This is an optimization exercise on Yosys and OpenROAD, whose aim is small area, not a production implementation.
Function was checked by simulation only, so behaviour that the tests miss may differ from the original.
No activity file was given, so power comes from the tool's default toggle rates.

## violet
==> flow/design.v (excerpt) <==
module I2C_controller (
    input clk,
    input rst_n,
    input enable,
    input [7:0] set_scl_div,
    output reg [7:0] scl_div,
    input start_trans,
    input stop_trans,
    input rd_clr,
    input wr_rdy,
    output rd_reg_full,
    output wr_reg_empty,
    input [6:0] set_local_addr,
    output reg [6:0] local_addr,
    input [7:0] byte_wr_i,
    output reg [7:0] byte_rd_o,
    output reg bus_busy,
    output is_master,
    output trans_start,
    output addr_match,
    output trans_dir,
    output get_nack,
    output bus_err,
    output byte_wait,
    output reg arbit_fail,
    output trans_stop,
    input scl_i,
    output scl_o,
    input sda_i,
    output sda_o
);
    wire rst_sync_n;
    reset_generator U_reset (
        .clk       (clk),
        .rst_n     (rst_n),
        .rst_sync_n(rst_sync_n)
    );
    reg scl_last, sda_last;
    always @(posedge clk or negedge rst_sync_n) begin   
  ...
Size in the first run: about 560 cells after synthesis, roughly 69 I/O pins.
==> flow/config.mk <==
export PLATFORM = sky130hd
export DESIGN_NAME = I2C_controller
export DESIGN_NICKNAME = I2C_controller
export VERILOG_FILES = /design/flow/design.v
export SDC_FILE = /design/flow/constraint.sdc
export NUM_CORES = 4
export LEC_CHECK = 0
export CAP_MARGIN = 20
export CORE_MARGIN = 2
export CORE_UTILIZATION = 40
export SLEW_MARGIN = 20
==> flow/constraint.sdc <==
create_clock -name core_clock -period 10.0 [get_ports {clk}]
set_input_delay 2.0000 -clock core_clock [delete_from_list [all_inputs] [get_ports {clk}]]
set_output_delay 2.0000 -clock core_clock [all_outputs]
set_load 0.01 [all_outputs]
standard.sh (not shown) runs the stock make flow with config.mk's settings and CLKGATE_MAP_FILE= SYNTH_SCRIPT=/design/flow/synth_recipe.tcl, a recipe that flattens the netlist after the stock synthesis.
==> flow/flow/run.sh <==
#!/bin/bash
# The standard layout (standard.sh), with three changes that only affect
# cell sizes, never the registers:
#  - synthesis maps the logic with an area-oriented ABC script (flow/abc_area.script)
#    instead of ORFS's delay-oriented one: a copy of ORFS's scripts folder whose
#    abc_speed.script is replaced is used for the synth step only
#  - port buffers use sky130_fd_sc_hd__buf_1
#  - clock tree synthesis uses clkbuf_8 and no dummy loads
# Each step's full output goes to its own log file in the work folder.
set -euo pipefail
cd "$(dirname "$0")/.."
WORK=$PWD
mkdir -p "$WORK/tmp"
export TMPDIR="$WORK/tmp"
rm -rf "$WORK/synth_scripts"
cp -r "$FLOW_HOME/scripts" "$WORK/synth_scripts"
cp "$WORK/flow/abc_area.script" "$WORK/synth_scripts/abc_speed.script"
bash standard.sh SCRIPTS_DIR="$WORK/synth_scripts" synth > "$WORK/log_synth.log" 2>&1
DONT_USE_CELLS="sky130_fd_sc_hd__buf_4 sky130_fd_sc_hd__buf_6 sky130_fd_sc_hd__buf_8 sky130_fd_sc_hd__buf_12 sky130_fd_sc_hd__buf_16" \
bash standard.sh \
  BUFFER_PORTS_ARGS="-buffer_cell sky130_fd_sc_hd__buf_1" \
  CTS_ARGS="-sink_clustering_enable -repair_clock_nets -dont_use_dummy_load -buf_list sky130_fd_sc_hd__clkbuf_8" \
  finish > "$WORK/log_layout.log" 2>&1
==> flow/flow/abc_area.script <==
strash
ifraig
scorr
dc2
dc2
strash
&get -n
&dch -f
&nf -R 1000 -p
&put
Modified inputs, willow compared to violet
--- a/flow/flow/run.sh
+++ b/flow/flow/run.sh
@@ -19 +18,0 @@
-DONT_USE_CELLS="sky130_fd_sc_hd__buf_4 sky130_fd_sc_hd__buf_6 sky130_fd_sc_hd__buf_8 sky130_fd_sc_hd__buf_12 sky130_fd_sc_hd__buf_16" \
Notes after the runs:
Changes observed in willow relative to violet: clock skew held steady; post-CTS setup buffer count saw little to no change. violet and willow ended up with roughly the same endpoint required time on the critical path. Delta (willow minus violet): non-clock buffer count held; simple-gate share of the synthesized area essentially unchanged; post-synthesis instance area ~0 delta; count of clock-buffer cells in the layout flat. violet -> willow: power consumption delta 0, exact match.
#### Input delta (zinc over willow)
# willow
export LEC_CHECK = 0
export CAP_MARGIN = 20
export CORE_MARGIN = 2
export CORE_UTILIZATION = 40
export SLEW_MARGIN = 20
create_clock -name core_clock -period 10.0 [get_ports {clk}]
# zinc
export LEC_CHECK = 0
export CAP_MARGIN = 0
export CORE_MARGIN = 2
export CORE_UTILIZATION = 40
export SLEW_MARGIN = 0
create_clock -name core_clock -period 10.0 [get_ports {clk}]
zinc -> willow: post-synthesis adder-cell area fraction delta 0, exact match. Re final worst hold slack: no difference whatsoever between zinc and willow. Total clock network power across zinc and willow: no real change. Reported for zinc and willow, clock period minus worst slack turned out identical to the last digit. Number of tap instances came out exactly the same in zinc and willow. For total wirelength of the detailed-routed design, willow and zinc come out practically identical. [compare] base=willow new=zinc: number of levels in the clock H-tree shows no meaningful change; post-route DRC violation count shows no meaningful change; register-to-register setup slack shows no meaningful change.

---

Another version of the RTL of I2C_controller (not shown whole).
For scale: about 590 cells after synthesis, roughly 110 flip-flops, about 5500 sq um of cells after synthesis.
## I2C_controller
module I2C_controller (
    input clk,
    input rst_n,
    input enable,
    input [7:0] set_scl_div,
    output reg [7:0] scl_div,
    input start_trans,
    input stop_trans,
    input rd_clr,
    input wr_rdy,
    output rd_reg_full,
    output wr_reg_empty,
    input [6:0] set_local_addr,
    output reg [6:0] local_addr,
    input [7:0] byte_wr_i,
    output [7:0] byte_rd_o,
    output reg bus_busy,
    output is_master,
    output trans_start,
    output addr_match,
    output trans_dir,
    output get_nack,
    output bus_err,
    output byte_wait,
    output reg arbit_fail,
    output trans_stop,
    input scl_i,
    output scl_o,
    input sda_i,
    output sda_o
);
==> flow/config.mk <==
export PLATFORM = sky130hd
export DESIGN_NAME = I2C_controller
export DESIGN_NICKNAME = I2C_controller
export VERILOG_FILES = /design/flow/design.v
export SDC_FILE = /design/flow/constraint.sdc
export NUM_CORES = 4
export LEC_CHECK = 0
export CAP_MARGIN = 20
export CORE_MARGIN = 2
export CORE_UTILIZATION = 40
export SLEW_MARGIN = 20
==> flow/constraint.sdc <==
create_clock -name core_clock -period 10.0 [get_ports {clk}]
set_input_delay 2.0000 -clock core_clock [delete_from_list [all_inputs] [get_ports {clk}]]
set_output_delay 2.0000 -clock core_clock [all_outputs]
set_load 0.01 [all_outputs]
==> flow/flow/run.sh <==
#!/bin/bash
# The standard layout (standard.sh), with three changes that only affect
# cell sizes, never the registers:
#  - synthesis maps the logic with an area-oriented ABC script (flow/abc_area.script)
#    instead of ORFS's delay-oriented one: a copy of ORFS's scripts folder whose
#    abc_speed.script is replaced is used for the synth step only
#  - port buffers use sky130_fd_sc_hd__buf_1
#  - clock tree synthesis uses clkbuf_8 and no dummy loads
# Each step's full output goes to its own log file in the work folder.
set -euo pipefail
cd "$(dirname "$0")/.."
WORK=$PWD
mkdir -p "$WORK/tmp"
export TMPDIR="$WORK/tmp"
rm -rf "$WORK/synth_scripts"
cp -r "$FLOW_HOME/scripts" "$WORK/synth_scripts"
cp "$WORK/flow/abc_area.script" "$WORK/synth_scripts/abc_speed.script"
bash standard.sh SCRIPTS_DIR="$WORK/synth_scripts" synth > "$WORK/log_synth.log" 2>&1
bash standard.sh \
  BUFFER_PORTS_ARGS="-buffer_cell sky130_fd_sc_hd__buf_1" \
  CTS_ARGS="${CTS_ARGS_OVERRIDE:--sink_clustering_enable -sink_clustering_size 40 -sink_clustering_max_diameter 200 -repair_clock_nets -dont_use_dummy_load -buf_list sky130_fd_sc_hd__clkbuf_8}" \
  finish > "$WORK/log_layout.log" 2>&1
==> flow/flow/abc_area.script <==
strash
ifraig
scorr
dc2
strash
&get -n
&dch -f
&nf -R 1000 -p
&put
Edit:
--- a/flow/flow/run.sh
+++ b/flow/flow/run.sh
@@ -20,3 +20,3 @@
   BUFFER_PORTS_ARGS="-buffer_cell sky130_fd_sc_hd__buf_1" \
-  CTS_ARGS="${CTS_ARGS_OVERRIDE:--sink_clustering_enable -sink_clustering_size 40 -sink_clustering_max_diameter 200 -repair_clock_nets -dont_use_dummy_load -buf_list sky130_fd_sc_hd__clkbuf_8}" \
+  CTS_ARGS="${CTS_ARGS_OVERRIDE:--sink_clustering_enable -repair_clock_nets -dont_use_dummy_load -buf_list sky130_fd_sc_hd__clkbuf_8}" \
   finish > "$WORK/log_layout.log" 2>&1
GPL_TIMING_DRIVEN = 0   (was default)
What happened:
- total power fell by about 0.6%
- register-to-register slack gets worse by 0.18 ns
- die area stays the same
- synthesized cell count stays the same
- worst setup slack loses 0.11 ns
- combinational power decreases by about 2%
Edit:
==> flow/run.sh (new file) <==
#!/bin/bash
# synth_recipe.tcl (not shown) runs the flow's synth.tcl, then flattens the netlist and writes it again
# the make line also repeats each setting of config.mk as NAME=value (left out here)
make -C /OpenROAD-flow-scripts/flow DESIGN_CONFIG=/design/flow/config.mk WORK_HOME=/design/flow/orfs CLKGATE_MAP_FILE= SYNTH_SCRIPT=/design/flow/synth_recipe.tcl finish
ABC_AREA = 1   (was default)
GPL_TIMING_DRIVEN = default   (was 0)
removed: flow/flow/run.sh
removed: flow/flow/abc_area.script
removed: flow/standard.sh
Effect:
- The new run ran to the end with no violations
- final area came out higher by about a fifth
- via count came out higher by about a fifth
- power rose by about a fifth
- global-route usage falls by 0.28 points
- wire length increases by roughly a tenth
- setup slack loses 0.13 ns
- fmax goes down by a few percent
- die area came out higher by roughly a tenth
- critical path depth fell by 1
Edit:
==> flow/flow/run.sh (new file) <==
#!/bin/bash
# The standard layout (standard.sh), with three changes that only affect
# cell sizes, never the registers:
#  - synthesis maps the logic with an area-oriented ABC script (flow/abc_area.script)
#    instead of ORFS's delay-oriented one: a copy of ORFS's scripts folder whose
#    abc_speed.script is replaced is used for the synth step only
#  - port buffers use sky130_fd_sc_hd__buf_1
#  - clock tree synthesis uses clkbuf_8 and no dummy loads
# Each step's full output goes to its own log file in the work folder.
set -euo pipefail
cd "$(dirname "$0")/.."
WORK=$PWD
mkdir -p "$WORK/tmp"
export TMPDIR="$WORK/tmp"
rm -rf "$WORK/synth_scripts"
cp -r "$FLOW_HOME/scripts" "$WORK/synth_scripts"
cp "$WORK/flow/abc_area.script" "$WORK/synth_scripts/abc_speed.script"
bash standard.sh SCRIPTS_DIR="$WORK/synth_scripts" synth > "$WORK/log_synth.log" 2>&1
bash standard.sh \
  BUFFER_PORTS_ARGS="-buffer_cell sky130_fd_sc_hd__buf_1" \
  CTS_ARGS="${CTS_ARGS_OVERRIDE:--sink_clustering_enable -sink_clustering_size 60 -sink_clustering_max_diameter 300 -repair_clock_nets -dont_use_dummy_load -buf_list sky130_fd_sc_hd__clkbuf_16}" \
  finish > "$WORK/log_layout.log" 2>&1
==> flow/flow/abc_area.script (new file) <==
strash
ifraig
scorr
dc2
strash
&get -n
&dch -f
&nf -R 1000 -p
&put
==> flow/standard.sh (new file) <==
#!/bin/bash
# synth_recipe.tcl (not shown) runs the flow's synth.tcl, then flattens the netlist and writes it again
# the make line also repeats each setting of config.mk as NAME=value (left out here)
make -C /OpenROAD-flow-scripts/flow DESIGN_CONFIG=/design/flow/config.mk WORK_HOME=/design/flow/orfs CLKGATE_MAP_FILE= SYNTH_SCRIPT=/design/flow/synth_recipe.tcl "${@:-finish}"
ABC_AREA = default   (was 1)
removed: flow/run.sh
=> Wire length went down by about 8%; total power came out lower by 7.4%; combinational power is lower by about 9%; sequential share of layout area rose by 6.5 points; hold slack gets worse by 0.053 ns.
Edit:
==> flow/flow/run.sh (replaced) <==
#!/bin/bash
set -euo pipefail
cd "$(dirname "$0")/.."
bash standard.sh \
  BUFFER_PORTS_ARGS="-buffer_cell sky130_fd_sc_hd__buf_1" \
  CTS_ARGS="-sink_clustering_enable -repair_clock_nets -dont_use_dummy_load -buf_list sky130_fd_sc_hd__clkbuf_8" \
  finish > flow_make.log 2>&1
removed: flow/flow/abc_area.script
Outcome: Final cell count is higher by 1.3%; first-iteration DRC count grows by 83%; utilization went down by 3.1 points; worst setup slack is better by 0.48 ns; wire length grows by 2.6%; design area is higher by 5.6%; global-route usage went down by 2.5 points; clock-buffer cell count does not change.
Edit:
==> flow/flow/run.sh (replaced) <==
#!/bin/bash
# The standard layout (standard.sh), with three changes that only affect
# cell sizes, never the registers:
#  - synthesis maps the logic with an area-oriented ABC script (flow/abc_area.script)
#    instead of ORFS's delay-oriented one: a copy of ORFS's scripts folder whose
#    abc_speed.script is replaced is used for the synth step only
#  - port buffers use sky130_fd_sc_hd__buf_1
#  - clock tree synthesis uses clkbuf_8 and no dummy loads
# Each step's full output goes to its own log file in the work folder.
set -euo pipefail
cd "$(dirname "$0")/.."
WORK=$PWD
mkdir -p "$WORK/tmp"
export TMPDIR="$WORK/tmp"
rm -rf "$WORK/synth_scripts"
cp -r "$FLOW_HOME/scripts" "$WORK/synth_scripts"
cp "$WORK/flow/abc_area.script" "$WORK/synth_scripts/abc_speed.script"
bash standard.sh SCRIPTS_DIR="$WORK/synth_scripts" synth > "$WORK/log_synth.log" 2>&1
bash standard.sh \
  BUFFER_PORTS_ARGS="-buffer_cell sky130_fd_sc_hd__buf_1" \
  CTS_ARGS="${CTS_ARGS_OVERRIDE:--sink_clustering_enable -repair_clock_nets -dont_use_dummy_load -buf_list sky130_fd_sc_hd__clkbuf_8}" \
  finish > "$WORK/log_layout.log" 2>&1
==> flow/flow/abc_area.script (new file) <==
strash
ifraig
scorr
dc2
strash
&get -n
&dch -f
&nf -R 1000 -p
&put
CAP_MARGIN = 0   (was 20)
GPL_TIMING_DRIVEN = 0   (was default)
SLEW_MARGIN = 0   (was 20)
Via count falls by 3.4%.
First-iteration DRC count goes down by 20%.
Global-route usage climbs by 1.5 points.
Clock skew came out higher by 0.0034 ns.
Fmax shrinks by 11%.

==> re-timing with driven ports <==
The flow's constraints put no driver on any port. The routed layouts listed below were extracted and timed again, unchanged, in two steps. Step 1 (the two cells are an assumption about what drives the block):
set clk [get_ports {clk}]
set_driving_cell -lib_cell sky130_fd_sc_hd__clkbuf_16 $clk
set_driving_cell -lib_cell sky130_fd_sc_hd__buf_2 [delete_from_list [all_inputs] $clk]
Step 2 also shifts input and output timing later by t, the mid clock arrival at the registers, as if the neighbouring blocks saw the same clock. a / b / c = no drivers / after step 1 / after step 2; a / b = the first two.
run | t (ns) | setup slack, ns | clock arrival spread, ns | pins driven straight from the clock port
violet | 0.410 | 3.593 / 3.567 / 3.567 | 0.030 / 0.030 | 1
willow | 0.410 | 3.593 / 3.567 / 3.567 | 0.030 / 0.030 | 1
zinc | 0.410 | 3.593 / 3.567 / 3.567 | 0.030 / 0.030 | 1
the first run of note 2 | 0.406 | 3.953 / 3.930 / 3.930 | 0.028 / 0.028 | 1
the second run of note 2 | 0.403 | 3.842 / 3.814 / 3.814 | 0.047 / 0.047 | 1
the third run of note 2 | 0.399 | 3.710 / 3.688 / 3.688 | 0.008 / 0.009 | 1
the fourth run of note 2 | 0.383 | 3.976 / 3.953 / 3.953 | 0.018 / 0.019 | 1
the fifth run of note 2 | 0.396 | 4.454 / 4.430 / 4.430 | 0.024 / 0.023 | 1
the sixth run of note 2 | 0.403 | 3.774 / 3.744 / 3.744 | 0.026 / 0.027 | 1
After both steps every run listed still meets setup and hold. The setup slack of the sixth run of note 2, which loses most, moves by -0.030 ns with the drivers and by -0.030 ns with both steps.
